Background: an optimization exercise with open tools, aiming at small area, a short achievable clock period and few clock cycles. Do not read the settings as production practice. Function was checked by simulation only, so behaviour that the tests miss may differ from the original. Power figures rest on the tool's default switching activity, not on a simulated workload.

==> flow/design.v (outline; a module is shown in full before it is edited, if it fits) <==
// module fmul2: 63 lines
// module fsub2: 96 lines
// module ksadd: 26 lines
// module ksinc: 22 lines
// module ksadd2: 24 lines
// module mant_mul: 789 lines
// module dstep4: 16 lines
// module dstep2: 10 lines
// module fdiv_it: 64 lines
// module MyDesign: 283 lines
module MyDesign (clock, reset, go, rdAddress, wrAddress, WE, readbus, writebus, overflow, finished);
  // ...
==> flow/run.sh <==
#!/bin/bash
# synth_recipe.tcl (not shown) runs the flow's synth.tcl, then flattens the netlist and writes it again
# the make line also repeats each setting of config.mk as NAME=value (left out here)
make -C /OpenROAD-flow-scripts/flow DESIGN_CONFIG=/design/flow/config.mk WORK_HOME=/design/flow/orfs CLKGATE_MAP_FILE= SYNTH_SCRIPT=/design/flow/synth_recipe.tcl finish
==> flow/config.mk <==
export PLATFORM = sky130hd
export DESIGN_NAME = MyDesign
export DESIGN_NICKNAME = MyDesign
export VERILOG_FILES = /design/flow/design.v
export SDC_FILE = /design/flow/constraint.sdc
export NUM_CORES = 8
export LEC_CHECK = 0
export ABC_AREA = 1
export CAP_MARGIN = 30
export CORE_MARGIN = 2
export CORE_UTILIZATION = 35
export CTS_CLUSTER_DIAMETER = 105
export CTS_CLUSTER_SIZE = 24
export PLACE_DENSITY = 0.45
export SLEW_MARGIN = 30
==> flow/constraint.sdc <==
create_clock -name core_clock -period 30.0 [get_ports {clock}]
set_input_delay 6.0000 -clock core_clock [delete_from_list [all_inputs] [get_ports {clock}]]
set_output_delay 6.0000 -clock core_clock [all_outputs]
set_load 0.01 [all_outputs]
==> results_dict.tcl, run 1 <==
set metrics [dict create \
    synthSimpleGateAreaFrac_pct 20.3 \
    clk_latency_ps 910 \
    top_layer "met5" \
    drive_above_1_share_pct 5.79 \
    dp_cells 17000 \
    status "complete, no violations" \
    final_common_cell "nand2_1" \
    clock_buffers 95 \
    syn_nets 14400 \
    fmax_mhz 126 \
    synth_top_family_by_area "simple AND/OR/NAND/NOR gates" \
    worst_slew_pin_slew_ps 1240 \
    numClockSinks 1154 \
    multi_input_gates 9465 \
    worstReg2RegStart "c_sel_M1_b[1]$_SDFF_PN0_" \
    pwr-share-clk_pct 26.1 \
    top_power_group "combinational logic" \
    crit_path_start_kind "register" \
    endpoint_kind "primary output" \
    seq_area_frac_synth_pct 29.0 \
    hold_viol 0 \
    grt_pass1_wl_um 772000 \
    cts_resized 0 \
    grt_use_met1_pct 47.6 \
    placed_area_um2 108000 \
    power_w 0.00510 \
    root_buffer "clkbuf_16" \
    seq_power_share_pct 36.6 \
    utilization_pct 38.6 \
    synth_top_area_share_pct 18.9 \
    met3_length_um 60000 \
    path_max_fanout 1 \
    clock_skew_ps 94.4 \
    final_nets 14300 \
]
Testbench counts, summed over its fixed seeds: cycles 9,864.
==> inputs of run 2 (changes only) <==
==> flow/config.mk (replaced) <==
export PLATFORM = sky130hd
export DESIGN_NAME = MyDesign
export DESIGN_NICKNAME = MyDesign
export VERILOG_FILES = /design/flow/design.v
export SDC_FILE = /design/flow/constraint.sdc
export NUM_CORES = 8
export LEC_CHECK = 0
export ABC_AREA = 1
export CAP_MARGIN = 20
export CORE_MARGIN = 2
export CORE_UTILIZATION = 45
export PLACE_DENSITY = 0.55
export SLEW_MARGIN = 20
==> run 2 against run 1 <==
  * Still clean on timing, DRC and antenna
  * Routed wire length is 3.8% lower
  * Via count up 3.7%
  * Register-to-register slack got worse by 920 ps
  * Utilization grew 11 points
  * Clock-buffer cell count up 103
  * Largest cell class unchanged
  * Highest routed layer unchanged
==> results_dict.tcl, run 2 <==
set metrics [dict create \
    syn-mean-instance-area_um2 7.66 \
    cts_htree_levels 4 \
    finalInstanceArea_um2 112000 \
    areaGrowthSynthToFinish_pct 10.2 \
    start_util_pct 45.3 \
    post-synth-top-count-cell "nand2_1" \
    cts_setup_buffers 0 \
    gp_congestion 1.13 \
    portBuffers 83 \
    critPathMaxStageDelay_ps 1170 \
    finalSetupViolations 0 \
    crit_path_start_kind "register" \
    netlist-cell-type-count 80 \
    die_w_um 479 \
    drc 0 \
    cpMostUsedCell "nand2_1" \
    rows 174 \
    seq_area_frac_synth_pct 29.0 \
    grt_start_max_net_pins 109 \
    numCtsBuffers 145 \
    crit_type "register to register" \
    endpoint_kind "register" \
    drive_above_1_share_pct 6.02 \
    synth_seq_cells 1154 \
    layout_common_cells "nand2_1 (2549), inv_1 (1944), nor2_1 (973)" \
    root_buffer "clkbuf_16" \
    fp.coreArea_um2 225000 \
    relSlewSlack_pct 7.91 \
    yosysTopAreaCell "edfxtp_1" \
    clock_skew_ps 64.2 \
    clk_pin_slew_ps 60 \
    final_nets 14400 \
    num_vias 107000 \
    drtIter0Drc 16500 \
    finalMaxSlewViolations 0 \
    die_y_um 479 \
    tns_ps 0 \
    rsz0062_at_grt "false" \
    drt-wirelength-per-cell_um 32.6 \
    grt_antenna_before_repair 47 \
    synth_top_area_share_pct 18.9 \
    synth_flop_cell "edfxtp_1" \
    synth_area_um2 102000 \
    fin_crit_ps 8560 \
    grt_pass1_wl_um 746000 \
    grt_usage_pct 45.1 \
    numClockSinks 1154 \
    peakVddDrop_uv 67.0 \
    maxCapViolations 0 \
    dp_hpwl_um 387000 \
    arrival_ps 9310 \
    die_area_um2 230000 \
    min_path_type "register to register" \
    grt-ovfl-total 0 \
    cp.required_ps 30740 \
    power_w 0.00575 \
    fmax_mhz 117 \
    leakage_nw 50.8 \
    viasPerCell 6.51 \
    hold_viol 0 \
    placed_area_um2 107000 \
    cts_buffer_depth 3 \
    async_reset_ff_share_pct 0 \
    syn_nets 14400 \
    p_per_area_nw_per_um2 51.3 \
    wirelength_um 534000 \
    cts_resized 0 \
    synth_common_cells "nand2_1 (2556), inv_1 (1945), nor2_1 (986), o22ai_1 (823), xor2_1 (696)" \
    synth_warnings 9 \
    worst_slew_pin_slew_ps 1370 \
    final_common_cell "nand2_1" \
    clk_latency_ps 900 \
    postCtsHoldBufs 0 \
    synth_area_leaders "edfxtp_1 (19%), dfxtp_1 (10%), fa_1 (9.8%)" \
    grt_pass1_vias 102000 \
    n_fill_cell 22200 \
    antenna_left 0 \
    synth_edf_count 639 \
    io-pin-count 84 \
    firstDrtPassIters 17 \
    status "complete, no violations" \
    top_regs "u_m1.s1 (48), u_m2.s1 (48)" \
    syn_inst 13300 \
    path_max_fanout 32 \
    fin_crit_sh_pct 28.5 \
    cts_tree "yes" \
    cp_slowest_cell "nor3_1" \
]
run 2: cell type report:
cell class              instances  area (um2)  area share, %
clock buffers                 198        4180           3.73
repair buffers                435        3550           3.16
well taps                    2992        3740           3.34
flip-flops and latches       1154       29500           26.3
diodes                         40         100         0.0893
inverters                    2034        7640           6.82
clock inverters                69         817          0.729
multi-input cells            9465       62500           55.8
run 2: critical path: cells and delay by family, from the launching register on:
family          cells  cell delay (ps)
simple gates       24             5760
fa+ha+maj           3             1500
compound gates      3              480
buf+inv             3              350
flops               1              340
run 2: routing by layer:
layer | track usage, % | vias to the layer above | share of wire [%]
met1 | 54.4 | 51000 | 36
li1 | - | 44800 | -
met2 | 64.7 | 8509 | 40
met5 | 2.01 | - | 0.15
met3 | 19.0 | 2386 | 14
met4 | 31.2 | 44 | 9.0
run 2: cell families (layout without fill, tap and decap cells):
group / count (synthesis) / in the layout / synth area share [%]
other: 0 / 40 / 0
DFF: 1154 / 1154 / 29.0
xor gates and xnor gates: 812 / 812 / 6.99
buffers and inverters: 2653 / 2736 / 9.97
muxes: 6 / 6 / 0.0615
adders and majority gates: 1082 / 1082 / 17.0
and+or+nand+nor: 4812 / 4812 / 20.3
AOI/OAI and AO/OA: 2753 / 2753 / 16.6
run 2: where the power goes:
group / switching, W / total (W) / internal, W
Combinational: 0.00133 / 0.00197 / 0.000637
Sequential: 0.000105 / 0.00188 / 0.00178
Clock: 0.000808 / 0.00190 / 0.00110
run 2: metrics by stage:
stage          std cells  worst slack, ps  hold slack [ps]  utilization [%]
2_1_floorplan      13300            23080              391                -
3_5_place_dp       16100            21920              450             47.6
3_3_place_gp       16100            22040              458             47.5
5_1_grt            16400            20890              485             49.8
4_1_cts            16300            21900              460             49.8
6_report           16400            21440              458             49.9
run 2: worst paths after layout:
path	to	slack, ps	cells past startpoint	start
worst max-delay path	XR[16]$_DFFE_PP_	21440	33	u_m2.c1[9]$_DFF_P_
worst min register to register	overflow$_SDFFE_PP0P_	460	2	overflow$_SDFFE_PP0P_
worst max register to register	XR[16]$_DFFE_PP_	21440	33	u_m2.c1[9]$_DFF_P_
worst min-delay path	overflow$_SDFFE_PP0P_	460	2	overflow$_SDFFE_PP0P_
==> inputs of run 3 (changes only) <==
--- a/flow/config.mk
+++ b/flow/config.mk
@@ -8,6 +8,8 @@
 export ABC_AREA = 1
-export CAP_MARGIN = 20
+export CAP_MARGIN = 30
 export CORE_MARGIN = 2
-export CORE_UTILIZATION = 45
-export PLACE_DENSITY = 0.55
-export SLEW_MARGIN = 20
+export CORE_UTILIZATION = 35
+export CTS_CLUSTER_DIAMETER = 150
+export CTS_CLUSTER_SIZE = 20
+export PLACE_DENSITY = 0.45
+export SLEW_MARGIN = 30
==> run 3 against run 2 <==
  * Critical path depth shrank 32
  * Global-route usage fell by 8.5 points
  * Setup slack better by 630 ps
  * Sequential power barely moved
  * Via count down 3.5%
  * Register-to-register slack better by 950 ps
  * Sequential share of layout area rose by 0.35 points
  * Critical endpoint is now rdAddress[2]
==> results_dict.tcl, run 3 <==
set metrics [dict create \
    seq_area_frac_synth_pct 29.0 \
    tns_ps 0 \
    arrival_ps 1930 \
    fin_cells 17100 \
    post-synth-top-count-cell "nand2_1" \
    endpoint_kind "primary output" \
    start_util_pct 35.2 \
    root_buffer "clkbuf_16" \
    top_regs "u_m1.s1 (48), u_m2.s1 (48)" \
    grt_usage_pct 36.6 \
    die_area_um2 295000 \
    worst_slew_pin_slew_ps 1150 \
    fmax_mhz 126 \
    final_common_cell "nand2_1" \
    wirelength_um 555000 \
    min_to "overflow$_SDFFE_PP0P_" \
    numClockSinks 1154 \
    synth_edf_count 639 \
    syn_nets 14400 \
    fin_ws_ps 22070 \
    cp_slowest_cell "clkdlybuf4s50_1" \
    dp_slack_ps 22190 \
    path_delay_family "buffers and inverters" \
    viasPerCell 6.00 \
    synth_area_leaders "edfxtp_1 (19%), dfxtp_1 (10%), fa_1 (9.8%)" \
    dp_hpwl_um 420000 \
    synth_flop_cell "edfxtp_1" \
    cts_buffer_depth 4 \
    grt_pass1_vias 99900 \
    r2r-end "u_m1.c1[26]$_DFF_P_" \
    dp_cells 17000 \
    maxCapViolations 0 \
    cts_htree_levels 3 \
    placed_area_um2 108000 \
    fin_crit_sh_pct 26.4 \
    hold_depth 2 \
    path_max_fanout 1 \
    netlist-cell-type-count 80 \
    rows 197 \
    finalInstanceArea_um2 111000 \
    crit_path_start_kind "register" \
    synth_seq_cells 1154 \
    postCtsHoldBufs 0 \
    clk_latency_ps 880 \
    grt-ovfl-total 0 \
    layout_common_cells "nand2_1 (2551), inv_1 (1937), nor2_1 (972)" \
    final_nets 14300 \
    cts_tree "yes" \
    drtIter0Drc 14200 \
    io-pin-count 84 \
    leakage_nw 49.5 \
    die_w_um 543 \
    min_from "overflow$_SDFFE_PP0P_" \
    relSlewSlack_pct 23.1 \
    grt_antenna_before_repair 41 \
    yosysTopAreaCell "edfxtp_1" \
    synth_area_um2 102000 \
    drive_above_1_share_pct 5.40 \
    crit_type "register to primary output" \
    clk_pin_slew_ps 90 \
    critPathMaxStageDelay_ps 640 \
    die_y_um 543 \
    areaGrowthSynthToFinish_pct 8.77 \
    cp.required_ps 24000 \
    drc 0 \
    critPathBufInv 1 \
    synth_warnings 9 \
    clock_skew_ps 92.8 \
    p_per_area_nw_per_um2 44.4 \
    syn_inst 13300 \
    fin_crit_ps 7930 \
    rrSetupSlack_ps 22390 \
    portBuffers 83 \
    status "complete, no violations" \
    num_vias 103000 \
    synth_top_area_share_pct 18.9 \
    hold_viol 0 \
    min_path_type "register to register" \
    cp_cell_sequence "clkdlybuf4s50_1" \
    peakVddDrop_uv 50.8 \
    cts_resized 0 \
    finalMaxSlewViolations 0 \
    rsz0062_at_grt "false" \
    worstReg2RegStart "c_sel_M1_b[1]$_SDFF_PN0_" \
    grt_pass1_wl_um 771000 \
    fp.coreArea_um2 289000 \
    finalSetupViolations 0 \
    cts_setup_buffers 0 \
    syn-mean-instance-area_um2 7.66 \
    r2r_cells 22 \
    grt_start_max_net_pins 61 \
    gp_congestion 1.03 \
    firstDrtPassIters 9 \
    antenna_left 0 \
    drt-wirelength-per-cell_um 32.4 \
    numCtsBuffers 75 \
    async_reset_ff_share_pct 0 \
    synth_common_cells "nand2_1 (2556), inv_1 (1945), nor2_1 (986), o22ai_1 (823), xor2_1 (696)" \
]
run 3: cell counts after synthesis:
No cell type changed its count.
run 3: cell families (layout without fill, tap and decap cells):
logic type               count (synthesis)  in the layout  share of synthesized area, %
other                                    0             16                             0
flip-flops                            1154           1154                          29.0
buffers and inverters                 2653           2630                          9.97
multiplexers                             6              6                        0.0615
adder cells (fa/ha/maj)               1082           1082                          17.0
AO/OA/AOI/OAI                         2753           2753                          16.6
XOR/XNOR                               812            812                          6.99
AND/OR/NAND/NOR                       4812           4812                          20.3
run 3: report_power, final:
| part | internal [W] | leakage (nW) | total [W] | switching (W) |
|---|---|---|---|---|
| clock network | 0.000489 | 1.07 | 0.00115 | 0.000657 |
| registers | 0.00177 | 10.1 | 0.00187 | 0.0000958 |
| logic | 0.000641 | 38.4 | 0.00190 | 0.00126 |
| total | 0.00290 | 49.5 | 0.00491 | 0.00201 |
run 3: metrics by stage:
stage	power (W)	util (%)	hold WS (ps)
after global placement	0.00376	37.5	457
after floorplan	0.00321	-	391
after detailed placement	0.00377	37.5	452
after global routing	0.00521	38.3	519
after CTS	0.00491	38.3	475
final	0.00491	38.3	469
run 3: cell type report:
class | count | area (um2)
fillers | 30200 | 178000
multi-input cells | 9465 | 62600
flip-flops and latches | 1154 | 29500
inverters | 2034 | 7640
well taps | 3880 | 4850
repair buffers | 466 | 3730
clock buffers | 118 | 2070
clock inverters | 12 | 144
diodes | 16 | 40.0
run 3: how the worst max path moves through the flow:
stage | start | to | slack [ps] | cells after the start
2_1_floorplan | go | t[5]$_SDFF_PP0_ | 23080 | 5
3_3_place_gp | reset | t[5]$_SDFF_PP0_ | 22250 | 6
3_5_place_dp | reset | t[5]$_SDFF_PP0_ | 22190 | 6
4_1_cts | rdAddress[2]$_SDFF_PP0_ | rdAddress[2] | 21990 | 1
5_1_grt | u_d.r[1]$_DFFE_PP_ | u_d.r[4]$_DFFE_PP_ | 21650 | 37
6_report | rdAddress[2]$_SDFF_PP0_ | rdAddress[2] | 22070 | 1
run 3: routing by layer:
metal  GRT usage, %  part of all wire, %
met1           47.5                   40
met2           55.3                   42
met3           9.78                   11
met4           19.4                  6.5
met5          0.263                0.046
==> inputs of run 4 (changes only) <==
--- a/flow/config.mk
+++ b/flow/config.mk
@@ -11,3 +11,3 @@
 export CORE_UTILIZATION = 35
-export CTS_CLUSTER_DIAMETER = 150
+export CTS_CLUSTER_DIAMETER = 200
 export CTS_CLUSTER_SIZE = 20
==> run 4 against run 3 <==
  * Critical endpoint unchanged
  * Sequential power about the same
  * Setup slack better by 62 ps
  * Largest cell class unchanged
  * Clock-buffer cell count shrank 5
==> results_dict.tcl, run 4 <==
set metrics [dict create \
    status "complete, no violations" \
    portBuffers 83 \
    p_per_area_nw_per_um2 43.8 \
    peakVddDrop_uv 50.0 \
    grt_pass1_wl_um 770000 \
    tns_ps 0 \
    fin_crit_ps 7870 \
    die_y_um 543 \
    cts_tree "yes" \
    path_delay_family "buffers and inverters" \
    leakage_nw 49.4 \
    critPathBufInv 1 \
    grt-ovfl-total 0 \
    areaGrowthSynthToFinish_pct 8.55 \
    numClockSinks 1154 \
    maxCapViolations 0 \
    root_buffer "clkbuf_16" \
    post-synth-top-count-cell "nand2_1" \
    top_regs "u_m1.s1 (48), u_m2.s1 (48)" \
    rrSetupSlack_ps 22330 \
    clk_pin_slew_ps 90 \
    dp_hpwl_um 420000 \
    drtIter0Drc 13800 \
    final_common_cell "nand2_1" \
    firstDrtPassIters 7 \
    synth_area_um2 102000 \
    cts_buffer_depth 3 \
    finalSetupViolations 0 \
    grt_pass1_vias 99800 \
    drt-wirelength-per-cell_um 32.3 \
    cts_htree_levels 3 \
    final_nets 14300 \
    io-pin-count 84 \
    layout_common_cells "nand2_1 (2551), inv_1 (1937), nor2_1 (972)" \
    synth_area_leaders "edfxtp_1 (19%), dfxtp_1 (10%), fa_1 (9.8%)" \
    grt_antenna_before_repair 42 \
    synth_flop_cell "edfxtp_1" \
    yosysTopAreaCell "edfxtp_1" \
    netlist-cell-type-count 80 \
    num_vias 103000 \
    relSlewSlack_pct 18.9 \
    path_max_fanout 1 \
    fp.coreArea_um2 289000 \
    hold_viol 0 \
    wirelength_um 554000 \
    critPathMaxStageDelay_ps 640 \
    numCtsBuffers 68 \
    cp.required_ps 24000 \
    min_path_type "register to register" \
    drive_above_1_share_pct 5.30 \
    cp_cell_sequence "clkdlybuf4s50_1" \
    synth_top_area_share_pct 18.9 \
    synth_common_cells "nand2_1 (2556), inv_1 (1945), nor2_1 (986), o22ai_1 (823), xor2_1 (696)" \
    antenna_left 0 \
    drc 0 \
    clock_skew_ps 53.2 \
    seq_area_frac_synth_pct 29.0 \
    grt_usage_pct 36.6 \
    cp_slowest_cell "clkdlybuf4s50_1" \
    holdWs_ps 472 \
    rows 197 \
    endpoint_kind "primary output" \
    grt_start_max_net_pins 61 \
    arrival_ps 1870 \
    synth_seq_cells 1154 \
    fin_crit_sh_pct 26.2 \
    die_w_um 543 \
    synth_warnings 9 \
    die_area_um2 295000 \
    crit_type "register to primary output" \
    syn_nets 14400 \
    worst_slew_pin_slew_ps 1210 \
    start_util_pct 35.2 \
    cts_resized 0 \
    syn_inst 13300 \
    fmax_mhz 127 \
    async_reset_ff_share_pct 0 \
    postCtsHoldBufs 0 \
    syn-mean-instance-area_um2 7.66 \
    crit_path_start_kind "register" \
    rsz0062_at_grt "false" \
    cts_setup_buffers 0 \
    viasPerCell 5.99 \
    synth_edf_count 639 \
    clk_latency_ps 770 \
    gp_congestion 1.03 \
    finalMaxSlewViolations 0 \
]
-- run 4: layout make-up --
class	count	area (um2)
inverters	2034	7640
clock inverters	4	46.3
flip-flops and latches	1154	29500
multi-input cells	9465	62600
well taps	3880	4850
diodes	28	70.1
repair buffers	468	3740
fillers	30200	178000
clock buffers	113	1900
-- run 4: cells by family (layout without fill, tap and decap cells) --
group                    count (synthesis)  count (layout)  share of synthesized area (%)
adder cells (fa/ha/maj)               1082            1082                           17.0
XOR/XNOR                               812             812                           6.99
buffers and inverters                 2653            2619                           9.97
AND/OR/NAND/NOR                       4812            4812                           20.3
multiplexers                             6               6                         0.0615
AO/OA/AOI/OAI                         2753            2753                           16.6
other                                    0              28                              0
flip-flops                            1154            1154                           29.0
-- run 4: where the power goes --
group          switching [W]  internal (W)
clock network       0.000629      0.000441
registers          0.0000955       0.00177
logic                0.00125      0.000640
total                0.00198       0.00285
-- run 4: path summary, 6_finish.rpt --
| check | cells past startpoint | from | endpoint |
|---|---|---|---|
| setup / recovery | 1 | rdAddress[2]$_SDFF_PP0_ | rdAddress[2] |
| hold / removal | 2 | overflow$_SDFFE_PP0P_ | overflow$_SDFFE_PP0P_ |
| setup reg to reg | 21 | c_sel_M1_b[7]$_SDFF_PN0_ | u_m1.c1[31]$_DFF_P_ |
| hold reg to reg | 2 | overflow$_SDFFE_PP0P_ | overflow$_SDFFE_PP0P_ |
-- run 4: through the flow --
step / setup WS (ps) / instances / area (um2) / utilization (%) / power [W]
2_1_floorplan: 23080 / 13300 / 102000 / - / 0.00321
3_3_place_gp: 22250 / 17000 / 108000 / 37.5 / 0.00376
3_5_place_dp: 22190 / 17000 / 108000 / 37.5 / 0.00377
4_1_cts: 22050 / 17100 / 110000 / 38.2 / 0.00483
5_1_grt: 21650 / 17100 / 110000 / 38.2 / 0.00513
6_report: 22130 / 17100 / 110000 / 38.2 / 0.00483
-- run 4: per-layer routing --
| metal | vias up | part of all wire, % | global-route usage (%) |
|---|---|---|---|
| li1 | 44500 | - | - |
| met4 | 20 | 6.6 | 20.0 |
| met2 | 6311 | 42 | 55.1 |
| met5 | - | 0.061 | 0 |
| met1 | 50300 | 41 | 47.7 |
| met3 | 1448 | 10 | 9.20 |
==> inputs of run 5 (changes only) <==
--- a/flow/config.mk
+++ b/flow/config.mk
@@ -8,8 +8,8 @@
 export ABC_AREA = 1
-export CAP_MARGIN = 30
+export CAP_MARGIN = 25
 export CORE_MARGIN = 2
 export CORE_UTILIZATION = 35
-export CTS_CLUSTER_DIAMETER = 200
+export CTS_CLUSTER_DIAMETER = 150
 export CTS_CLUSTER_SIZE = 20
 export PLACE_DENSITY = 0.45
-export SLEW_MARGIN = 30
+export SLEW_MARGIN = 25
==> run 5 against run 4 <==
  * Now fails the layout checks on capacitance limit, slew limit
  * Clock-buffer cell count increased by 4
  * Routed wire length is 0.17% higher
  * Sequential share of layout area shrank 0.053 points
  * Register-to-register slack worse by 50 ps
==> results_dict.tcl, run 5 <==
set metrics [dict create \
    synth_warnings 9 \
    cts_resized 0 \
    finalInstanceArea_um2 111000 \
    top_regs "u_m1.s1 (48), u_m2.s1 (48)" \
    wirelength_um 555000 \
    maxCapViolations 1 \
    tns_ps 0 \
    numClockSinks 1154 \
    cp.required_ps 24000 \
    p_int_w 0.00291 \
    arrival_ps 1930 \
    synth_seq_cells 1154 \
    path_delay_family "buffers and inverters" \
    firstDrtPassIters 8 \
    min_path_type "register to register" \
    hold_viol 0 \
    p_per_area_nw_per_um2 44.6 \
    root_buffer "clkbuf_16" \
    syn_nets 14400 \
    critPathLaunch "rdAddress[2]$_SDFF_PP0_" \
    seq_area_frac_synth_pct 29.0 \
    power_frac_comb_pct 38.5 \
    grt_start_max_net_pins 61 \
    start_util_pct 35.2 \
    net-switching-power_w 0.00202 \
    numCtsBuffers 76 \
    seq_power_share_pct 37.9 \
    synth_common_cells "nand2_1 (2556), inv_1 (1945), nor2_1 (986), o22ai_1 (823), xor2_1 (696)" \
    cts_setup_buffers 0 \
    clock_skew_ps 55.4 \
    drc 0 \
    post-synth-top-count-cell "nand2_1" \
    cts_buffer_depth 4 \
    drive_above_1_share_pct 5.29 \
    io-pin-count 84 \
    endpoint_kind "primary output" \
    pwr-share-clk_pct 23.7 \
    crit_path_start_kind "register" \
    cts_htree_levels 3 \
    fin_crit_ps 7930 \
    final_common_cell "nand2_1" \
    sw_frac_of_total_pct 40.9 \
    cp_cell_sequence "clkdlybuf4s50_1" \
    fp.coreArea_um2 289000 \
    cp.depth 1 \
    drt-wirelength-per-cell_um 32.4 \
    netlist-cell-type-count 80 \
    cp_slowest_cell "clkdlybuf4s50_1" \
    grt-ovfl-total 0 \
    peakVddDrop_uv 49.5 \
    synth_area_leaders "edfxtp_1 (19%), dfxtp_1 (10%), fa_1 (9.8%)" \
    status "failed layout checks" \
    areaGrowthSynthToFinish_pct 8.77 \
    grt_usage_pct 36.6 \
    num_vias 103000 \
    synth_edf_count 639 \
    gp_congestion 1.03 \
    r2r-end "XR[24]$_DFFE_PP_" \
    r2r_cells 29 \
    placed_area_um2 108000 \
    final_nets 14300 \
    finalMaxSlewViolations 13 \
    rows 197 \
    cp-endpoint "rdAddress[2]" \
    die_y_um 543 \
    syn_inst 13300 \
    antenna_left 0 \
    yosysTopAreaCell "edfxtp_1" \
    layout_common_cells "nand2_1 (2555), inv_1 (1941), nor2_1 (972)" \
    relSlewSlack_pct -4.75 \
    path_max_fanout 1 \
    leakage_nw 49.5 \
    drtIter0Drc 14100 \
    clk_pin_slew_ps 70 \
    synth_area_um2 102000 \
    fin_crit_sh_pct 26.4 \
    rsz0062_at_grt "false" \
    dp_hpwl_um 419000 \
    critPathBufInv 1 \
    rrSetupSlack_ps 22280 \
    fmax_mhz 126 \
    portBuffers 83 \
    synth_flop_cell "edfxtp_1" \
    crit_type "register to primary output" \
    critPathMaxStageDelay_ps 630 \
    finalSetupViolations 0 \
    die_w_um 543 \
    failed_checks "capacitance limit, slew limit" \
    worst_slew_pin_slew_ps 1560 \
    postCtsHoldBufs 0 \
    die_area_um2 295000 \
    clk_latency_ps 860 \
    async_reset_ff_share_pct 0 \
    synth_top_area_share_pct 18.9 \
    viasPerCell 5.99 \
    cts_tree "yes" \
    grt_antenna_before_repair 44 \
    worstReg2RegStart "u_m2.s1[4]$_DFF_P_" \
    grt_pass1_vias 99600 \
    syn-mean-instance-area_um2 7.66 \
    grt_pass1_wl_um 771000 \
]
-- run 5: cell families after synthesis --
| family | count (synthesis) | share of synthesized area, % |
|---|---|---|
| AO/OA/AOI/OAI | 2753 | 16.6 |
| XOR/XNOR | 812 | 6.99 |
| adder cells (fa/ha/maj) | 1082 | 17.0 |
| buffers and inverters | 2653 | 9.97 |
| flip-flops | 1154 | 29.0 |
| multiplexers | 6 | 0.0615 |
| AND/OR/NAND/NOR | 4812 | 20.3 |
-- run 5: power by group through the flow --
stage | clock network, W | logic (W) | registers [W]
after floorplan | 0 | 0.00135 | 0.00186
after global placement | 0 | 0.00186 | 0.00190
after detailed placement | 0 | 0.00187 | 0.00190
after CTS | 0.00118 | 0.00188 | 0.00186
after global routing | 0.00123 | 0.00212 | 0.00188
final | 0.00117 | 0.00190 | 0.00187
-- run 5: layout make-up --
cell class,instances,area [um2]
Inverter,2034,7640
Fill cell,30100,178000
Tap cell,3880,4850
Multi-Input combinational cell,9465,62600
Clock buffer,117,2080
Sequential cell,1154,29500
Timing Repair Buffer,461,3700
Antenna cell,20,50.0
Clock inverter,12,189
-- run 5: worst min-delay path by stage --
| stage | endpoint | cells past startpoint | start | slack (ps) |
|---|---|---|---|---|
| after floorplan | RB2[28]$_DFF_P_ | 0 | RB[28]$_DFF_P_ | 390 |
| after global placement | overflow$_SDFFE_PP0P_ | 2 | overflow$_SDFFE_PP0P_ | 460 |
| after detailed placement | overflow$_SDFFE_PP0P_ | 2 | overflow$_SDFFE_PP0P_ | 460 |
| after CTS | overflow$_SDFFE_PP0P_ | 2 | overflow$_SDFFE_PP0P_ | 470 |
| after global routing | PH9[1]$_DFFE_PP_ | 0 | u_s.z[1]$_DFFE_PP_ | 510 |
| final | overflow$_SDFFE_PP0P_ | 2 | overflow$_SDFFE_PP0P_ | 470 |
-- run 5: per-stage QoR --
step | util, % | std cells | total power (W) | hold WS, ps | worst slack [ps]
floorplan | - | 13300 | 0.00321 | 391 | 23080
global placement | 37.5 | 17000 | 0.00376 | 457 | 22250
detailed placement | 37.5 | 17000 | 0.00377 | 455 | 22190
CTS | 38.3 | 17100 | 0.00493 | 474 | 21990
global route | 38.3 | 17100 | 0.00522 | 506 | 21580
finish | 38.3 | 17100 | 0.00493 | 474 | 22070
-- run 5: layer usage --
metal	GRT usage (%)	wire length (um)	up-vias
li1	-	-	44500
met1	47.9	224000	50400
met2	54.8	234000	6212
met3	9.25	59700	1457
met4	20.6	37800	18
met5	0.822	287	-
==> module fsub2, before the edit <==
module fsub2 (clock, a, b, en2, z, zn);
input         clock;
input  [31:0] a, b;
input         en2;
output reg [31:0] z;
output     [31:0] zn;       
wire        sa = a[31], sb = ~b[31];
wire [7:0]  ea = a[30:23], eb = b[30:23];
wire        za = (ea == 8'd0), zb = (eb == 8'd0);
wire        ia = (ea == 8'hff), ib = (eb == 8'hff);
wire        na = ia & (a[22:0] != 23'd0), nb = ib & (b[22:0] != 23'd0);
wire [8:0]  dab = {1'b0, ea} - {1'b0, eb};
wire [7:0]  dba = eb - ea;
wire        egt = ~dab[8] & (dab[7:0] != 8'd0);      
wire        elt = dab[8];                             
wire        mlt = a[22:0] < b[22:0];                  
wire        swap = elt | (~egt & mlt);
wire        sl = swap ? sb : sa;
wire [7:0]  el = elt ? eb : ea;
wire [7:0]  d  = elt ? dba : dab[7:0];
wire [23:0] mx = elt ? {1'b1, b[22:0]} : {1'b1, a[22:0]};
wire [23:0] my = elt ? {1'b1, a[22:0]} : {1'b1, b[22:0]};
wire        sub = sa ^ sb;
wire        big = (d > 8'd26);
wire [4:0]  dc = d[4:0];
wire [26:0] yx = {my, 3'b000};
wire [26:0] ysh = yx >> dc;
wire [26:0] ymask = ~(27'h7ffffff << dc);
wire        ystk = (yx & ymask) != 27'd0;
wire [26:0] ay = big ? 27'd1 : {ysh[26:1], ysh[0] | ystk};
wire [26:0] lx = {mx, 3'b000};
wire [27:0] sumf = sub ? ({1'b0, lx} - {1'b0, ay}) : ({1'b0, lx} + {1'b0, ay});
wire [23:0] mdr = {1'b1, b[22:0]} - {1'b1, a[22:0]};
wire        rev = ~egt & ~elt & sub & mlt;
wire [27:0] sum = rev ? {1'b0, mdr, 3'b000} : sumf;
reg  [31:0] spv;
reg         spf;
always @(*) begin
	spf = 1'b1;
	if (na | nb | (ia & ib & (sa ^ sb))) spv = 32'h7fc00000;
	else if (ia)        spv = {sa, 8'hff, 23'd0};
	else if (ib)        spv = {sb, 8'hff, 23'd0};
	else if (za & zb)   spv = {sa & sb, 31'd0};
	else if (za)        spv = {sb, b[30:0]};
	else if (zb)        spv = a;
	else begin          spv = 32'd0; spf = 1'b0; end
end
reg [27:0] sum1;
reg [7:0]  el1;
reg        sl1, spf1;
reg [31:0] spv1;
always @(posedge clock) begin
	sum1 <= sum; el1 <= el; sl1 <= sl; spf1 <= spf; spv1 <= spv;
end
wire [31:0] lzx = {sum1[26:0], 1'b1, 4'b0000};
wire [15:0] z1;  wire [15:0] c1z;           
wire [7:0]  z2;  wire [15:0] c2z;           
wire [3:0]  z3;  wire [11:0] c3z;           
wire [1:0]  z4;  wire [7:0]  c4z;           
genvar gi;
generate for (gi = 0; gi < 16; gi = gi + 1) begin : l1
	assign z1[gi]  = ~(lzx[2*gi+1] | lzx[2*gi]);
	assign c1z[gi] = ~lzx[2*gi+1];
end
for (gi = 0; gi < 8; gi = gi + 1) begin : l2
	assign z2[gi] = z1[2*gi+1] & z1[2*gi];
	assign c2z[2*gi+1:2*gi] = z1[2*gi+1] ? {1'b1, c1z[2*gi]} : {1'b0, c1z[2*gi+1]};
end
for (gi = 0; gi < 4; gi = gi + 1) begin : l3
	assign z3[gi] = z2[2*gi+1] & z2[2*gi];
	assign c3z[3*gi+2:3*gi] = z2[2*gi+1] ? {1'b1, c2z[4*gi+1:4*gi]} : {1'b0, c2z[4*gi+3:4*gi+2]};
end
for (gi = 0; gi < 2; gi = gi + 1) begin : l4
	assign z4[gi] = z3[2*gi+1] & z3[2*gi];
	assign c4z[4*gi+3:4*gi] = z3[2*gi+1] ? {1'b1, c3z[6*gi+2:6*gi]} : {1'b0, c3z[6*gi+5:6*gi+3]};
end endgenerate
wire [4:0]  lz = z4[1] ? {1'b1, c4z[3:0]} : {1'b0, c4z[7:4]};
wire [26:0] nl = sum1[26:0] << lz;
wire [26:0] nr = {sum1[27:2], sum1[1] | sum1[0]};
wire [26:0] nm = sum1[27] ? nr : nl;
wire [9:0]  e1 = sum1[27] ? ({2'b0, el1} + 10'd1) : ({2'b0, el1} - {5'd0, lz});
wire        up = nm[2] & (nm[1] | nm[0] | nm[3]);
wire [24:0] mr = {1'b0, nm[26:3]} + {24'd0, up};
wire [9:0]  e2 = e1 + {9'd0, mr[24]};
wire [22:0] mf = mr[24] ? mr[23:1] : mr[22:0];
reg  [31:0] zr;
always @(*) begin
	if (spf1)                              zr = spv1;
	else if (sum1 == 28'd0)                zr = 32'd0;
	else if (e2[9] | (e2[8:0] == 9'd0))    zr = {sl1, 31'd0};
	else if (e2[8] | (e2[7:0] == 8'hff))   zr = {sl1, 8'hff, 23'd0};
	else                                   zr = {sl1, e2[7:0], mf};
end
assign zn = zr;
always @(posedge clock) if (en2) z <= zr;
endmodule
==> inputs of run 6 (changes only) <==
--- a/flow/design.v
+++ b/flow/design.v
@@ -83,4 +83,7 @@
 wire [7:0]  d  = elt ? dba : dab[7:0];
-wire [23:0] mx = elt ? {1'b1, b[22:0]} : {1'b1, a[22:0]};
-wire [23:0] my = elt ? {1'b1, a[22:0]} : {1'b1, b[22:0]};
+wire [23:0] ma = za ? 24'd0 : {1'b1, a[22:0]};
+wire [23:0] mb = zb ? 24'd0 : {1'b1, b[22:0]};
+wire [23:0] mx = elt ? mb : ma;
+wire [23:0] my = elt ? ma : mb;
+wire        zy = elt ? za : zb;
 wire        sub = sa ^ sb;
@@ -92,3 +95,3 @@
 wire        ystk = (yx & ymask) != 27'd0;
-wire [26:0] ay = big ? 27'd1 : {ysh[26:1], ysh[0] | ystk};
+wire [26:0] ay = big ? {26'd0, ~zy} : {ysh[26:1], ysh[0] | ystk};
 wire [26:0] lx = {mx, 3'b000};
@@ -98,20 +101,11 @@
 wire [27:0] sum = rev ? {1'b0, mdr, 3'b000} : sumf;
-reg  [31:0] spv;
-reg         spf;
-always @(*) begin
-	spf = 1'b1;
-	if (na | nb | (ia & ib & (sa ^ sb))) spv = 32'h7fc00000;
-	else if (ia)        spv = {sa, 8'hff, 23'd0};
-	else if (ib)        spv = {sb, 8'hff, 23'd0};
-	else if (za & zb)   spv = {sa & sb, 31'd0};
-	else if (za)        spv = {sb, b[30:0]};
-	else if (zb)        spv = a;
-	else begin          spv = 32'd0; spf = 1'b0; end
-end
+wire        spn = na | nb | (ia & ib & (sa ^ sb));
+wire        spf = spn | ia | ib | (za & zb);
+wire        spi = ia | ib;
+wire        sps = ia ? sa : ib ? sb : (sa & sb);
 reg [27:0] sum1;
 reg [7:0]  el1;
-reg        sl1, spf1;
-reg [31:0] spv1;
+reg        sl1, spf1, spn1, spi1, sps1;
 always @(posedge clock) begin
-	sum1 <= sum; el1 <= el; sl1 <= sl; spf1 <= spf; spv1 <= spv;
+	sum1 <= sum; el1 <= el; sl1 <= sl; spf1 <= spf; spn1 <= spn; spi1 <= spi; sps1 <= sps;
 end
@@ -150,3 +144,3 @@
 always @(*) begin
-	if (spf1)                              zr = spv1;
+	if (spf1)                              zr = spn1 ? 32'h7fc00000 : {sps1, {8{spi1}}, 23'd0};
 	else if (sum1 == 28'd0)                zr = 32'd0;
--- a/flow/config.mk
+++ b/flow/config.mk
@@ -8,8 +8,6 @@
 export ABC_AREA = 1
-export CAP_MARGIN = 25
+export CAP_MARGIN = 30
 export CORE_MARGIN = 2
 export CORE_UTILIZATION = 35
-export CTS_CLUSTER_DIAMETER = 150
-export CTS_CLUSTER_SIZE = 20
 export PLACE_DENSITY = 0.45
-export SLEW_MARGIN = 25
+export SLEW_MARGIN = 30
==> run 6 against run 5 <==
  * The run now finishes clean
  * Maximum frequency shrank 5.6%
  * Cell count grew 0.87%
  * Area after synthesis shrank 0.10%
  * Utilization grew 0.95 points
  * Synthesized cell count grew 0.75%
  * Register-to-register slack lost 670 ps
  * Critical path depth grew 30
  * Worst hold slack lost 8.8 ps
  * Power grew 17%
  * Via count grew 2.3%
  * Sequential share of layout area shrank 1.1 points
  * Clock-buffer cell count grew 96
  * Largest cell class unchanged
==> results_dict.tcl, run 6 <==
set metrics [dict create \
    status "complete, no violations" \
    grt_pass1_vias 101000 \
    cts_htree_levels 4 \
    numCtsBuffers 150 \
    clk_latency_ps 890 \
    clk_pin_slew_ps 60 \
    critPathLaunch "u_m1.s1[19]$_DFF_P_" \
    worst_slew_pin_slew_ps 1200 \
    synth_area_leaders "edfxtp_1 (19%), fa_1 (9.8%), nand2_1 (9.7%)" \
    final_common_cell "nand2_1" \
    dp_slack_ps 21670 \
    fp.coreArea_um2 288000 \
    die_y_um 543 \
    synth_edf_count 639 \
    top_regs "u_m1.s1 (48), u_m2.s1 (48)" \
    hold_viol 0 \
    synth_flop_cell "edfxtp_1" \
    areaGrowthSynthToFinish_pct 11.5 \
    cpMostUsedCell "nand2_1" \
    post-synth-top-count-cell "nand2_1" \
    finalSetupViolations 0 \
    holdWs_ps 465 \
    p_per_area_nw_per_um2 51.1 \
    die_area_um2 295000 \
    viasPerCell 6.07 \
    path_max_fanout 31 \
    yosysTopAreaCell "edfxtp_1" \
    wirelength_um 574000 \
    drc 0 \
    seq_area_frac_synth_pct 28.5 \
    seq_area_um2 28900 \
    synth_warnings 9 \
    sw_frac_of_total_pct 39.5 \
    cts_buffer_depth 4 \
    drtIter0Drc 15000 \
    portBuffers 83 \
    fin_crit_ps 8390 \
    power_w 0.00579 \
    drive_above_1_share_pct 6.38 \
    postCtsHoldBufs 0 \
    r2r-end "XR[10]$_DFFE_PP_" \
    worstReg2RegStart "u_m1.s1[19]$_DFF_P_" \
    crit_path_start_kind "register" \
    synth_top_area_share_pct 18.9 \
    root_buffer "clkbuf_16" \
    fin_ws_ps 21610 \
    p_int_w 0.00350 \
    netlist-cell-type-count 79 \
    finalMaxSlewViolations 0 \
    relSlewSlack_pct 19.2 \
    critPathMaxStageDelay_ps 830 \
    num_vias 105000 \
    pwr-share-clk_pct 33.1 \
    cp-endpoint "XR[10]$_DFFE_PP_" \
    n_fill_cell 30000 \
    final_nets 14500 \
    die_w_um 543 \
    syn_inst 13400 \
    grt_start_max_net_pins 72 \
    gp_congestion 1.05 \
    rsz0062_at_grt "false" \
    grt_pass1_wl_um 793000 \
    async_reset_ff_share_pct 0 \
    net-switching-power_w 0.00229 \
    synth_seq_cells 1125 \
    cp.required_ps 30720 \
    min_path_type "register to register" \
    synth_area_um2 102000 \
    antenna_left 0 \
    tns_ps 0 \
    seq_power_share_pct 32.1 \
    leakage_nw 51.4 \
    rows 197 \
    drt-wirelength-per-cell_um 33.2 \
    maxCapViolations 0 \
    synth_common_cells "nand2_1 (2622), inv_1 (2014), nor2_1 (1013), o22ai_1 (840), xor2_1 (677)" \
    start_util_pct 35.2 \
    r2r_cells 31 \
    clock_skew_ps 53.7 \
    peakVddDrop_uv 72.2 \
    syn_nets 14500 \
    dp_hpwl_um 441000 \
    multi_input_area_um2 62800 \
    endpoint_kind "register" \
    cp_slowest_cell "nand2_1" \
    utilization_pct 39.3 \
    grt_usage_pct 37.9 \
    cts_tree "yes" \
    syn-mean-instance-area_um2 7.60 \
    grt_antenna_before_repair 45 \
    firstDrtPassIters 9 \
    grt-ovfl-total 0 \
    numClockSinks 1125 \
    cts_resized 0 \
    fin_crit_sh_pct 28.0 \
    io-pin-count 84 \
    crit_type "register to register" \
    layout_common_cells "nand2_1 (2613), inv_1 (2006), nor2_1 (991)" \
    fmax_mhz 119 \
    arrival_ps 9120 \
    power_frac_comb_pct 34.8 \
    rrSetupSlack_ps 21610 \
    cts_setup_buffers 0 \
]
==> run 6: changes by cell type in the layout (fill, tap and decap cells not counted), sizes merged, moves of 25 or more <==
cell	delta
dfxtp	-29
clkbuf	+96
nand3	+48
inv	+70
o21ai	-89
clkinv	+25
nor2	+27
nand2	+65
==> run 6: kinds of logic after synthesis <==
group,share of synthesized area [%]
AND/OR/NAND/NOR,20.9
AO/OA/AOI/OAI,16.5
flip-flops,28.5
XOR/XNOR,6.97
adder cells (fa/ha/maj),17.0
buffers and inverters,10.2
==> run 6: area by class of cell <==
cell class	count	share of cell area [%]
Timing Repair Buffer	459	3.33
Inverter	2094	6.95
Tap cell	3781	4.18
Clock buffer	213	3.95
Antenna cell	23	0.0508
Sequential cell	1125	25.5
Clock inverter	59	0.535
Multi-Input combinational cell	9539	55.5
==> run 6: worst min-delay path by stage <==
stage	endpoint	cells after the start	from
3_5_place_dp	overflow$_SDFFE_PP0P_	2	overflow$_SDFFE_PP0P_
5_1_grt	overflow$_SDFFE_PP0P_	2	overflow$_SDFFE_PP0P_
4_1_cts	overflow$_SDFFE_PP0P_	2	overflow$_SDFFE_PP0P_
3_3_place_gp	overflow$_SDFFE_PP0P_	2	overflow$_SDFFE_PP0P_
6_report	overflow$_SDFFE_PP0P_	2	overflow$_SDFFE_PP0P_
2_1_floorplan	RB2[13]$_DFF_P_	0	RB[13]$_DFF_P_
==> run 6: per-stage QoR <==
| step | std cells | cell area, um2 |
|---|---|---|
| 5_1_grt | 17300 | 113000 |
| 2_1_floorplan | 13400 | 102000 |
| 3_3_place_gp | 17000 | 108000 |
| 4_1_cts | 17300 | 113000 |
| 6_report | 17300 | 113000 |
| 3_5_place_dp | 17000 | 108000 |
==> run 6: power by group through the flow <==
| stage | Clock, W | Sequential [W] | Combinational (W) |
|---|---|---|---|
| after global routing | 0.00198 | 0.00186 | 0.00222 |
| after CTS | 0.00193 | 0.00185 | 0.00198 |
| after floorplan | 0 | 0.00182 | 0.00135 |
| after detailed placement | 0 | 0.00188 | 0.00196 |
| after global placement | 0 | 0.00188 | 0.00196 |
| final | 0.00192 | 0.00186 | 0.00202 |
==> run 6: routing by layer <==
metal	wire (um)	track usage, %
met1	236000	50.9
met2	238000	55.7
met3	63600	9.65
met4	36200	19.6
met5	445	0
==> run 6: critical path: cells and delay by family (launching register included) <==
family                     cells  cell delay, ps
and+or+nand+nor               21            5070
adders and majority gates      3            1490
AOI/OAI and AO/OA              4            1100
DFF                            1             340
buffers and inverters          3             240
Testbench counts of run 6, summed over its fixed seeds: cycles 9,864.
==> inputs of run 7 (changes only) <==
--- a/flow/config.mk
+++ b/flow/config.mk
@@ -11,2 +11,4 @@
 export CORE_UTILIZATION = 35
+export CTS_CLUSTER_DIAMETER = 105
+export CTS_CLUSTER_SIZE = 20
 export PLACE_DENSITY = 0.45
==> run 7 against run 6 <==
  * Area after synthesis is the same
  * Die area is the same
  * Setup slack gained 140 ps
  * Still clean
==> results_dict.tcl, run 7 <==
set metrics [dict create \
    status "complete, no violations" \
    rows 197 \
    post-synth-top-count-cell "nand2_1" \
    clk_pin_slew_ps 90 \
    clock_skew_ps 105 \
    worstReg2RegStart "c_sel_M1_a[0]$_SDFF_PN0_" \
    start_util_pct 35.2 \
    sw_frac_of_total_pct 41.9 \
    areaGrowthSynthToFinish_pct 9.42 \
    antenna_left 0 \
    cts_buffer_depth 4 \
    relSlewSlack_pct 23.5 \
    power_w 0.00523 \
    endpoint_kind "register" \
    cts_tree "yes" \
    viasPerCell 6.09 \
    top_regs "u_m1.s1 (48), u_m2.s1 (48)" \
    peakVddDrop_uv 61.5 \
    cts_resized 0 \
    arrival_ps 8960 \
    gp_congestion 1.05 \
    rrSetupSlack_ps 21750 \
    synth_flop_cell "edfxtp_1" \
    net-switching-power_w 0.00219 \
    synth_warnings 9 \
    postCtsHoldBufs 0 \
    synth_top_area_share_pct 18.9 \
    fp.coreArea_um2 288000 \
    grt_antenna_before_repair 43 \
    cts_htree_levels 3 \
    r2r-end "u_m1.c1[26]$_DFF_P_" \
    p_per_area_nw_per_um2 47.0 \
    fmax_mhz 121 \
    min_path_type "register to register" \
    synth_seq_cells 1125 \
    synth_edf_count 639 \
    netlist-cell-type-count 79 \
    seq_area_frac_synth_pct 28.5 \
    die_w_um 543 \
    r2r_cells 17 \
    maxCapViolations 0 \
    grt_pass1_wl_um 791000 \
    p_int_w 0.00304 \
    finalMaxSlewViolations 0 \
    cp-endpoint "u_m1.c1[26]$_DFF_P_" \
    drt-wirelength-per-cell_um 33.3 \
    dp_hpwl_um 441000 \
    fin_crit_ps 8250 \
    min_from "overflow$_SDFFE_PP0P_" \
    clk_latency_ps 900 \
    utilization_pct 38.5 \
    grt_pass1_vias 101000 \
    cts_setup_buffers 0 \
    syn_nets 14500 \
    hold_viol 0 \
    crit_type "register to register" \
    yosysTopAreaCell "edfxtp_1" \
    tns_ps 0 \
    die_y_um 543 \
    cp.required_ps 30700 \
    fin_crit_sh_pct 27.5 \
    seq_power_share_pct 35.5 \
    syn_inst 13400 \
    synth_area_um2 102000 \
    synth_common_cells "nand2_1 (2622), inv_1 (2014), nor2_1 (1013), o22ai_1 (840), xor2_1 (677)" \
    portBuffers 83 \
    wirelength_um 572000 \
    leakage_nw 50.3 \
    power_frac_comb_pct 38.5 \
    drive_above_1_share_pct 5.65 \
    worst_slew_pin_slew_ps 1140 \
    critPathLaunch "c_sel_M1_a[0]$_SDFF_PN0_" \
    grt_start_max_net_pins 72 \
    finalInstanceArea_um2 111000 \
    placed_area_um2 108000 \
    layout_common_cells "nand2_1 (2613), inv_1 (2005), nor2_1 (991)" \
    drtIter0Drc 14700 \
    io-pin-count 84 \
    path_max_fanout 23 \
    syn-mean-instance-area_um2 7.60 \
    grt-ovfl-total 0 \
    grt_usage_pct 37.8 \
    pwr-share-clk_pct 26.0 \
    final_nets 14400 \
    async_reset_ff_share_pct 0 \
    numClockSinks 1125 \
    holdWs_ps 462 \
    numCtsBuffers 88 \
    root_buffer "clkbuf_16" \
    rsz0062_at_grt "false" \
    final_common_cell "nand2_1" \
    num_vias 105000 \
    synth_area_leaders "edfxtp_1 (19%), fa_1 (9.8%), nand2_1 (9.7%)" \
    drc 0 \
    die_area_um2 295000 \
    crit_path_start_kind "register" \
    finalSetupViolations 0 \
    firstDrtPassIters 7 \
]
==> run 7: worst min-delay path by stage <==
stage,end,cells past startpoint
after floorplan,RB2[13]$_DFF_P_,0
after global placement,overflow$_SDFFE_PP0P_,2
after detailed placement,overflow$_SDFFE_PP0P_,2
after CTS,overflow$_SDFFE_PP0P_,2
after global routing,overflow$_SDFFE_PP0P_,2
final,overflow$_SDFFE_PP0P_,2
==> run 7: worst max-delay path: stages (launching register included) <==
cell and delay (ps):
dfxtp_1 330, buf_4 530, clkinv_1 1050, o2111ai_1 560, a221oi_1 110, nand4_1 620, clkinv_1 1070, o22ai_1 440
xor2_1 220, fa_1 490, fa_1 540, inv_1 70, fa_1 410, fa_1 520, inv_1 50, fa_1 490
inv_1 60, fa_1 460
==> run 7: cell families (layout without fill, tap and decap cells) <==
logic type                 Yosys count  in the layout  share of synthesized area (%)
AOI/OAI and AO/OA                 2693           2693                           16.5
other                                0             20                              0
buffers and inverters             2707           2708                           10.2
adders and majority gates         1084           1084                           17.0
DFF                               1125           1125                           28.5
xor gates and xnor gates           808            808                           6.97
and+or+nand+nor                   4954           4954                           20.9
==> run 7: layer usage <==
layer	vias to the layer above	wire (um)	GRT usage, %	part of all wire (%)
li1	44900	-	-	-
met4	32	35700	19.8	6.2
met5	-	391	0.477	0.068
met2	6656	237000	55.4	41
met1	51600	236000	50.9	41
met3	1338	63100	9.25	11
==> run 7: layout make-up <==
| type | instances | area (um2) |
|---|---|---|
| Antenna cell | 20 | 50.0 |
| Multi-Input combinational cell | 9539 | 62800 |
| Fill cell | 30100 | 177000 |
| Tap cell | 3781 | 4730 |
| Inverter | 2094 | 7870 |
| Clock inverter | 41 | 591 |
| Sequential cell | 1125 | 28900 |
| Clock buffer | 118 | 2450 |
| Timing Repair Buffer | 455 | 3730 |
==> run 7: per-stage QoR <==
| stage | setup slack, ps | cells |
|---|---|---|
| after floorplan | 23240 | 13400 |
| after global placement | 21710 | 17000 |
| after detailed placement | 21670 | 17000 |
| after CTS | 21660 | 17100 |
| after global routing | 21250 | 17200 |
| final | 21750 | 17200 |
==> run 7: power by group through the flow <==
stage               sequential [W]  combinational [W]  clock, W
CTS                        0.00185            0.00198   0.00137
floorplan                  0.00182            0.00135         0
detailed placement         0.00188            0.00196         0
global placement           0.00188            0.00196         0
global route               0.00186            0.00222   0.00142
finish                     0.00185            0.00201   0.00136
==> inputs of run 8 (changes only) <==
--- a/flow/config.mk
+++ b/flow/config.mk
@@ -11,3 +11,3 @@
 export CORE_UTILIZATION = 35
-export CTS_CLUSTER_DIAMETER = 105
+export CTS_CLUSTER_DIAMETER = 200
 export CTS_CLUSTER_SIZE = 20
==> run 8 against run 7 <==
  * Cell area is 0.83% lower
  * Setup slack worse by 180 ps
  * Routed wire length about the same
  * Global-route usage is essentially flat
  * First-iteration DRC count increased by 1.3%
  * Clock skew decreased by 46 ps
  * Maximum frequency fell by 2.1%
  * Combinational power about the same
  * Register-to-register slack worse by 180 ps
==> results_dict.tcl, run 8 <==
set metrics [dict create \
    status "complete, no violations" \
    min_path_type "register to register" \
    die_y_um 543 \
    rsz0062_at_grt "false" \
    clk_pin_slew_ps 100 \
    numClockSinks 1125 \
    wirelength_um 572000 \
    syn_nets 14500 \
    syn_inst 13400 \
    cts_tree "yes" \
    die_area_um2 295000 \
    grt_pass1_vias 101000 \
    clock_skew_ps 59.0 \
    leakage_nw 49.9 \
    synth_seq_cells 1125 \
    tns_ps 0 \
    drc 0 \
    cts_setup_buffers 0 \
    fin_crit_ps 8430 \
    yosysTopAreaCell "edfxtp_1" \
    cts_resized 0 \
    fin_crit_sh_pct 28.1 \
    areaGrowthSynthToFinish_pct 8.50 \
    die_w_um 543 \
    hold_viol 0 \
    clk_latency_ps 870 \
    grt-ovfl-total 0 \
    start_util_pct 35.2 \
    portBuffers 83 \
    p_per_area_nw_per_um2 45.3 \
    placed_area_um2 108000 \
    grt_pass1_wl_um 790000 \
    critPathLaunch "u_m1.s1[19]$_DFF_P_" \
    dp_slack_ps 21670 \
    synth_flop_cell "edfxtp_1" \
    layout_common_cells "nand2_1 (2613), inv_1 (2006), nor2_1 (991)" \
    antenna_left 0 \
    cp.required_ps 30710 \
    grt_usage_pct 37.8 \
    maxCapViolations 0 \
    dp_cells 17000 \
    fmax_mhz 119 \
    cpMostUsedCell "nand2_1" \
    viasPerCell 6.09 \
    synth_common_cells "nand2_1 (2622), inv_1 (2014), nor2_1 (1013), o22ai_1 (840), xor2_1 (677)" \
    rrSetupSlack_ps 21570 \
    cp_slowest_cell "nand2_1" \
    final_common_cell "nand2_1" \
    gp_congestion 1.05 \
    drive_above_1_share_pct 5.24 \
    relSlewSlack_pct 22.6 \
    n_fill_cell 30200 \
    synth_area_leaders "edfxtp_1 (19%), fa_1 (9.8%), nand2_1 (9.7%)" \
    synth_top_area_share_pct 18.9 \
    min_to "overflow$_SDFFE_PP0P_" \
    fin_ws_ps 21570 \
    arrival_ps 9140 \
    critPathMaxStageDelay_ps 850 \
    worst_slew_pin_slew_ps 1150 \
    async_reset_ff_share_pct 0 \
    drtIter0Drc 14800 \
    worstReg2RegStart "u_m1.s1[19]$_DFF_P_" \
    seq_area_frac_synth_pct 28.5 \
    hold_depth 2 \
    synth_area_um2 102000 \
    top_regs "u_m1.s1 (48), u_m2.s1 (48)" \
    num_vias 104000 \
    fp.coreArea_um2 288000 \
    postCtsHoldBufs 0 \
    numCtsBuffers 72 \
    final_nets 14400 \
    rows 197 \
    fin_cells 17100 \
    syn-mean-instance-area_um2 7.60 \
    crit_type "register to register" \
    crit_path_start_kind "register" \
    endpoint_kind "register" \
    post-synth-top-count-cell "nand2_1" \
    firstDrtPassIters 8 \
    power_w 0.00499 \
    cts_htree_levels 3 \
    netlist-cell-type-count 79 \
    min_from "overflow$_SDFFE_PP0P_" \
    root_buffer "clkbuf_16" \
    io-pin-count 84 \
    dp_hpwl_um 441000 \
    peakVddDrop_uv 61.8 \
    finalMaxSlewViolations 0 \
    drt-wirelength-per-cell_um 33.4 \
    synth_edf_count 639 \
    grt_antenna_before_repair 51 \
    finalInstanceArea_um2 110000 \
    grt_start_max_net_pins 72 \
    finalSetupViolations 0 \
    path_max_fanout 31 \
    r2r_cells 31 \
    r2r-end "XR[16]$_DFFE_PP_" \
    synth_warnings 9 \
    cts_buffer_depth 4 \
]
[run 8: layer usage]
| metal | GRT usage (%) | share of wire [%] | vias to the layer above |
|---|---|---|---|
| li1 | - | - | 44800 |
| met1 | 51.2 | 41 | 51600 |
| met2 | 55.6 | 42 | 6645 |
| met3 | 9.01 | 11 | 1344 |
| met4 | 19.2 | 6.1 | 36 |
| met5 | 0 | 0.040 | - |
[run 8: final cells by class]
cell class	instances	area [um2]	area share, %
Antenna cell	25	62.6	0.0568
Clock buffer	116	2030	1.84
Clock inverter	6	66.3	0.0602
Inverter	2094	7870	7.14
Multi-Input combinational cell	9539	62800	57.0
Sequential cell	1125	28900	26.2
Tap cell	3781	4730	4.29
Timing Repair Buffer	455	3730	3.38
[run 8: how the worst max path moves through the flow]
stage	endpoint	slack [ps]	cells past startpoint
floorplan	t[5]$_SDFF_PP0_	23240	5
global placement	XR[22]$_DFFE_PP_	21710	32
detailed placement	XR[22]$_DFFE_PP_	21670	32
CTS	XR[22]$_DFFE_PP_	21680	32
global route	XR[7]$_DFFE_PP_	21260	31
finish	XR[16]$_DFFE_PP_	21570	31
[run 8: per-stage QoR]
stage | hold slack, ps | utilization, %
after CTS | 466 | 38.2
after floorplan | 391 | -
after global placement | 446 | 37.4
final | 466 | 38.2
after detailed placement | 453 | 37.4
after global routing | 479 | 38.2
[run 8: report_power, final]
part	switching [W]	internal [W]
clock network	0.000642	0.000474
registers	0.000117	0.00174
logic	0.00136	0.000657
[run 8: critical path, delay by kind of cell, from the launching register on]
family / cells / cell delay [ps]
AO/OA/AOI/OAI: 4 / 1070
AND/OR/NAND/NOR: 21 / 5130
adder cells (fa/ha/maj): 3 / 1490
buffers and inverters: 3 / 240
flip-flops: 1 / 350
[run 8: cells by family (layout without fill, tap and decap cells)]
family | count (synthesis) | count (layout) | share of synthesized area [%]
flops | 1125 | 1125 | 28.5
compound gates | 2693 | 2693 | 16.5
fa+ha+maj | 1084 | 1084 | 17.0
other cells | 0 | 25 | 0
xor+xnor | 808 | 808 | 6.97
simple gates | 4954 | 4954 | 20.9
buf+inv | 2707 | 2671 | 10.2
==> module fmul2, before the edit <==
module fmul2 (clock, a, b, en2, z, zn);
input         clock;
input  [31:0] a, b;
input         en2;
output reg [31:0] z;
output     [31:0] zn;       
wire [7:0]  ea = a[30:23], eb = b[30:23];
wire        za = (ea == 8'd0), zb = (eb == 8'd0);
wire        ia = (ea == 8'hff), ib = (eb == 8'hff);
wire        na = ia & (a[22:0] != 23'd0), nb = ib & (b[22:0] != 23'd0);
wire [1:0]  cls = (na | nb | (ia & zb) | (ib & za)) ? 2'd3 :
                  (ia | ib) ? 2'd2 : (za | zb) ? 2'd1 : 2'd0;
wire [47:0] ps, pc;
mant_mul mm (.a({1'b1, a[22:0]}), .b({1'b1, b[22:0]}), .s(ps), .c(pc));
reg [47:0] s1, c1;
wire [9:0]  ek0 = {2'b0, ea} + {2'b0, eb} - 10'd127;
wire [9:0]  ek1 = {2'b0, ea} + {2'b0, eb} - 10'd126;
wire [9:0]  ek2 = {2'b0, ea} + {2'b0, eb} - 10'd125;
wire [2:0]  zk = {ek2[9] | (~ek2[8] & (ek2[7:0] == 8'd0)), ek1[9] | (~ek1[8] & (ek1[7:0] == 8'd0)), ek0[9] | (~ek0[8] & (ek0[7:0] == 8'd0))};
wire [2:0]  ik = {~ek2[9] & (ek2[8] | (ek2[7:0] == 8'hff)), ~ek1[9] & (ek1[8] | (ek1[7:0] == 8'hff)), ~ek0[9] & (ek0[8] | (ek0[7:0] == 8'hff))};
reg [7:0]  x0, x1, x2;
reg [2:0]  zk1, ik1;
reg        sz1;
reg [1:0]  cl1;
always @(posedge clock) begin
	s1 <= ps; c1 <= pc;
	x0 <= ek0[7:0]; x1 <= ek1[7:0]; x2 <= ek2[7:0]; zk1 <= zk; ik1 <= ik;
	sz1 <= a[31] ^ b[31];
	cl1 <= cls;
end
wire [21:0] lsum;
wire        co1;
ksadd #(.N(22)) lo (.a(s1[21:0]), .b(c1[21:0]), .ci(1'b0), .s(lsum), .co(co1));
wire [21:0] zx = (s1[21:0] ^ c1[21:0]) ^ {(s1[20:0] | c1[20:0]), 1'b0};
wire        lz1 = (zx == 22'd0);
wire [25:0] p;
wire        pco;
ksadd #(.N(26)) hi (.a(s1[47:22]), .b(c1[47:22]), .ci(co1), .s(p), .co(pco));
wire        n1 = p[25];
wire [23:0] m0 = n1 ? p[25:2] : p[24:1];
wire        g  = n1 ? p[1] : p[0];
wire        st = n1 ? (p[0] | ~lz1) : ~lz1;
wire        up = g & (st | m0[0]);
wire [23:0] mi;
wire        mco;
ksinc #(.N(24)) inc (.a(m0), .ci(up), .s(mi), .co(mco));
wire [22:0] mf = mco ? 23'd0 : mi[22:0];
wire        k2 = n1 & mco, k0 = ~n1 & ~mco, k1 = ~k2 & ~k0;
wire        ez = (k0 & zk1[0]) | (k1 & zk1[1]) | (k2 & zk1[2]);
wire        ei = (k0 & ik1[0]) | (k1 & ik1[1]) | (k2 & ik1[2]);
wire [7:0]  ex = ({8{k0}} & x0) | ({8{k1}} & x1) | ({8{k2}} & x2);
reg  [31:0] zr;
always @(*) begin
	if (cl1 == 2'd3)                       zr = 32'h7fc00000;
	else if (cl1 == 2'd2)                  zr = {sz1, 8'hff, 23'd0};
	else if (cl1 == 2'd1)                  zr = {sz1, 31'd0};
	else if (ez)                           zr = {sz1, 31'd0};
	else if (ei)                           zr = {sz1, 8'hff, 23'd0};
	else                                   zr = {sz1, ex, mf};
end
assign zn = zr;
always @(posedge clock) if (en2) z <= zr;
endmodule
==> inputs of run 9 (changes only) <==
--- a/flow/design.v
+++ b/flow/design.v
@@ -35,5 +35,5 @@
 wire        lz1 = (zx == 22'd0);
-wire [25:0] p;
-wire        pco;
-ksadd #(.N(26)) hi (.a(s1[47:22]), .b(c1[47:22]), .ci(co1), .s(p), .co(pco));
+wire [25:0] p0, p1;
+ksadd2 #(.N(26)) hi (.a(s1[47:22]), .b(c1[47:22]), .s0(p0), .s1(p1));
+wire [25:0] p = co1 ? p1 : p0;
 wire        n1 = p[25];
--- a/flow/config.mk
+++ b/flow/config.mk
@@ -11,4 +11,2 @@
 export CORE_UTILIZATION = 35
-export CTS_CLUSTER_DIAMETER = 200
-export CTS_CLUSTER_SIZE = 20
 export PLACE_DENSITY = 0.45
==> run 9 against run 8 <==
  * Clock-buffer cell count rose by 97
  * Sequential power is essentially flat
  * Critical path depth increased by 3
  * Power is 16% higher
  * Worst hold slack lost 7.5 ps
  * Via count grew 1.0%
  * Global-route usage rose by 0.49 points
  * Combinational power barely moved
  * Critical path type unchanged
  * First-iteration DRC count down 6.8%
  * Setup slack better by 430 ps
  * Die area rose by 0.82%
==> results_dict.tcl, run 9 <==
set metrics [dict create \
    critPathMaxStageDelay_ps 650 \
    net-switching-power_w 0.00227 \
    drtIter0Drc 13800 \
    synth_top_family_by_area "simple AND/OR/NAND/NOR gates" \
    arrival_ps 8760 \
    top_regs "u_m1.s1 (48), u_m2.s1 (48)" \
    rrSetupSlack_ps 22000 \
    synth_area_um2 102000 \
    fmax_mhz 125 \
    numCtsBuffers 153 \
    grt_antenna_before_repair 48 \
    synth_edf_count 639 \
    min_to "RB2[31]$_DFF_P_" \
    synth_warnings 10 \
    synth_common_cells "nand2_1 (2780), inv_1 (2072), nor2_1 (1017), o22ai_1 (842), xor2_1 (648)" \
    synth_seq_cells 1125 \
    hold_viol 0 \
    synthSimpleGateAreaFrac_pct 21.4 \
    grt_pass1_wl_um 802000 \
    r2r-end "XR[14]$_DFFE_PP_" \
    pwr-share-clk_pct 33.5 \
    endpoint_kind "register" \
    async_reset_ff_share_pct 0 \
    sw_frac_of_total_pct 39.3 \
    antenna_left 0 \
    drc 0 \
    cpMostUsedCell "nand2_1" \
    synth_area_leaders "edfxtp_1 (19%), nand2_1 (10%), fa_1 (9.7%)" \
    path_max_fanout 36 \
    cts_setup_buffers 0 \
    leakage_nw 52.2 \
    gp_congestion 1.05 \
    worst_slew_pin_slew_ps 1200 \
    seq_power_share_pct 31.9 \
    muxShareOfSynthArea_pct 0.0293 \
    synth_flop_cell "edfxtp_1" \
    status "complete, no violations" \
    min_from "RB[31]$_DFF_P_" \
    grt_pass1_vias 102000 \
    die_area_um2 297000 \
    maxCapViolations 0 \
    synth_top_area_share_pct 18.7 \
    firstDrtPassIters 9 \
    cts_htree_levels 4 \
    clock_skew_ps 101 \
    synth_xor_area_share_pct 6.67 \
    r2r_cells 34 \
    min_path_type "register to register" \
    cts_tree "yes" \
    netlist-cell-type-count 76 \
    grt-ovfl-total 0 \
    finalSetupViolations 0 \
    drive_above_1_share_pct 6.65 \
    layout_common_cells "nand2_1 (2753), inv_1 (2061), nor2_1 (1005)" \
    cts_buffer_depth 4 \
    io-pin-count 84 \
    areaGrowthSynthToFinish_pct 11.5 \
    cp.required_ps 30760 \
    tns_ps 0 \
    root_buffer "clkbuf_16" \
    seq_area_frac_synth_pct 28.2 \
    finalMaxSlewViolations 0 \
    grt_usage_pct 38.2 \
    fin_crit_ps 8000 \
    final_common_cell "nand2_1" \
    crit_type "register to register" \
    die_w_um 545 \
    hold_depth 0 \
    post-synth-top-count-cell "nand2_1" \
    wirelength_um 582000 \
    p_int_w 0.00351 \
]
==> run 9: routing by layer <==
| metal | up-vias | GRT usage [%] | share of wire [%] |
|---|---|---|---|
| met1 | 51500 | 46.6 | 38 |
| met5 | - | 0.503 | 0.063 |
| met2 | 6488 | 59.0 | 43 |
| met3 | 1697 | 10.7 | 11 |
| li1 | 45700 | - | - |
| met4 | 26 | 25.0 | 8.0 |
==> run 9: cells by family after synthesis <==
logic type	after synthesis
adders and majority gates	1085
AOI/OAI and AO/OA	2730
DFF	1125
muxes	3
buffers and inverters	2782
and+or+nand+nor	5122
xor gates and xnor gates	780
==> run 9: layout make-up <==
type / instances / area (um2)
Fill cell: 30400 / 177000
Inverter: 2170 / 8150
Antenna cell: 40 / 100
Sequential cell: 1125 / 28900
Multi-Input combinational cell: 9720 / 63500
Timing Repair Buffer: 444 / 3590
Clock inverter: 62 / 704
Clock buffer: 213 / 4370
Tap cell: 3900 / 4880
==> run 9: how the worst max path moves through the flow <==
stage | end | cells after the start | slack, ps
detailed placement | XR[4]$_DFFE_PP_ | 33 | 22050
finish | XR[14]$_DFFE_PP_ | 34 | 22000
global route | XR[4]$_DFFE_PP_ | 34 | 21560
CTS | writebus[11] | 1 | 22020
floorplan | t[5]$_SDFF_PP0_ | 5 | 23240
global placement | XR[2]$_DFFE_PP_ | 31 | 20790
==> run 9: worst max-delay path, delay by kind of cell, from the launching register on <==
family,cells,cell delay [ps]
and+or+nand+nor,24,4450
adders and majority gates,2,860
buffers and inverters,7,1910
DFF,1,440
AOI/OAI and AO/OA,1,130
==> run 9: stage by stage <==
stage	total power [W]	util, %	std cells	setup slack, ps	hold WS [ps]
final	0.00578	39.2	17700	22000	458
after global routing	0.00609	39.2	17600	21560	467
after CTS	0.00578	39.2	17600	22020	454
after detailed placement	0.00384	37.4	17400	22050	448
after global placement	0.00383	37.4	17400	20790	442
after floorplan	0.00322	-	13600	23240	391
==> run 9: power by group through the flow <==
stage	logic (W)	clock network, W	registers, W
2_1_floorplan	0.00139	0	0.00182
3_3_place_gp	0.00196	0	0.00187
3_5_place_dp	0.00197	0	0.00187
4_1_cts	0.00199	0.00195	0.00184
5_1_grt	0.00224	0.00200	0.00185
6_report	0.00200	0.00194	0.00184
Testbench counts of run 9, summed over its fixed seeds: cycles 9,864.

Re-timed with assumed drivers on the ports (clkbuf_16 on the clock, buf_2 on other inputs), run 9 has 21.950 ns of setup slack against 21.998 ns with ideal ports, and 21.998 ns once port delays also move by the mid clock arrival of 0.982 ns.
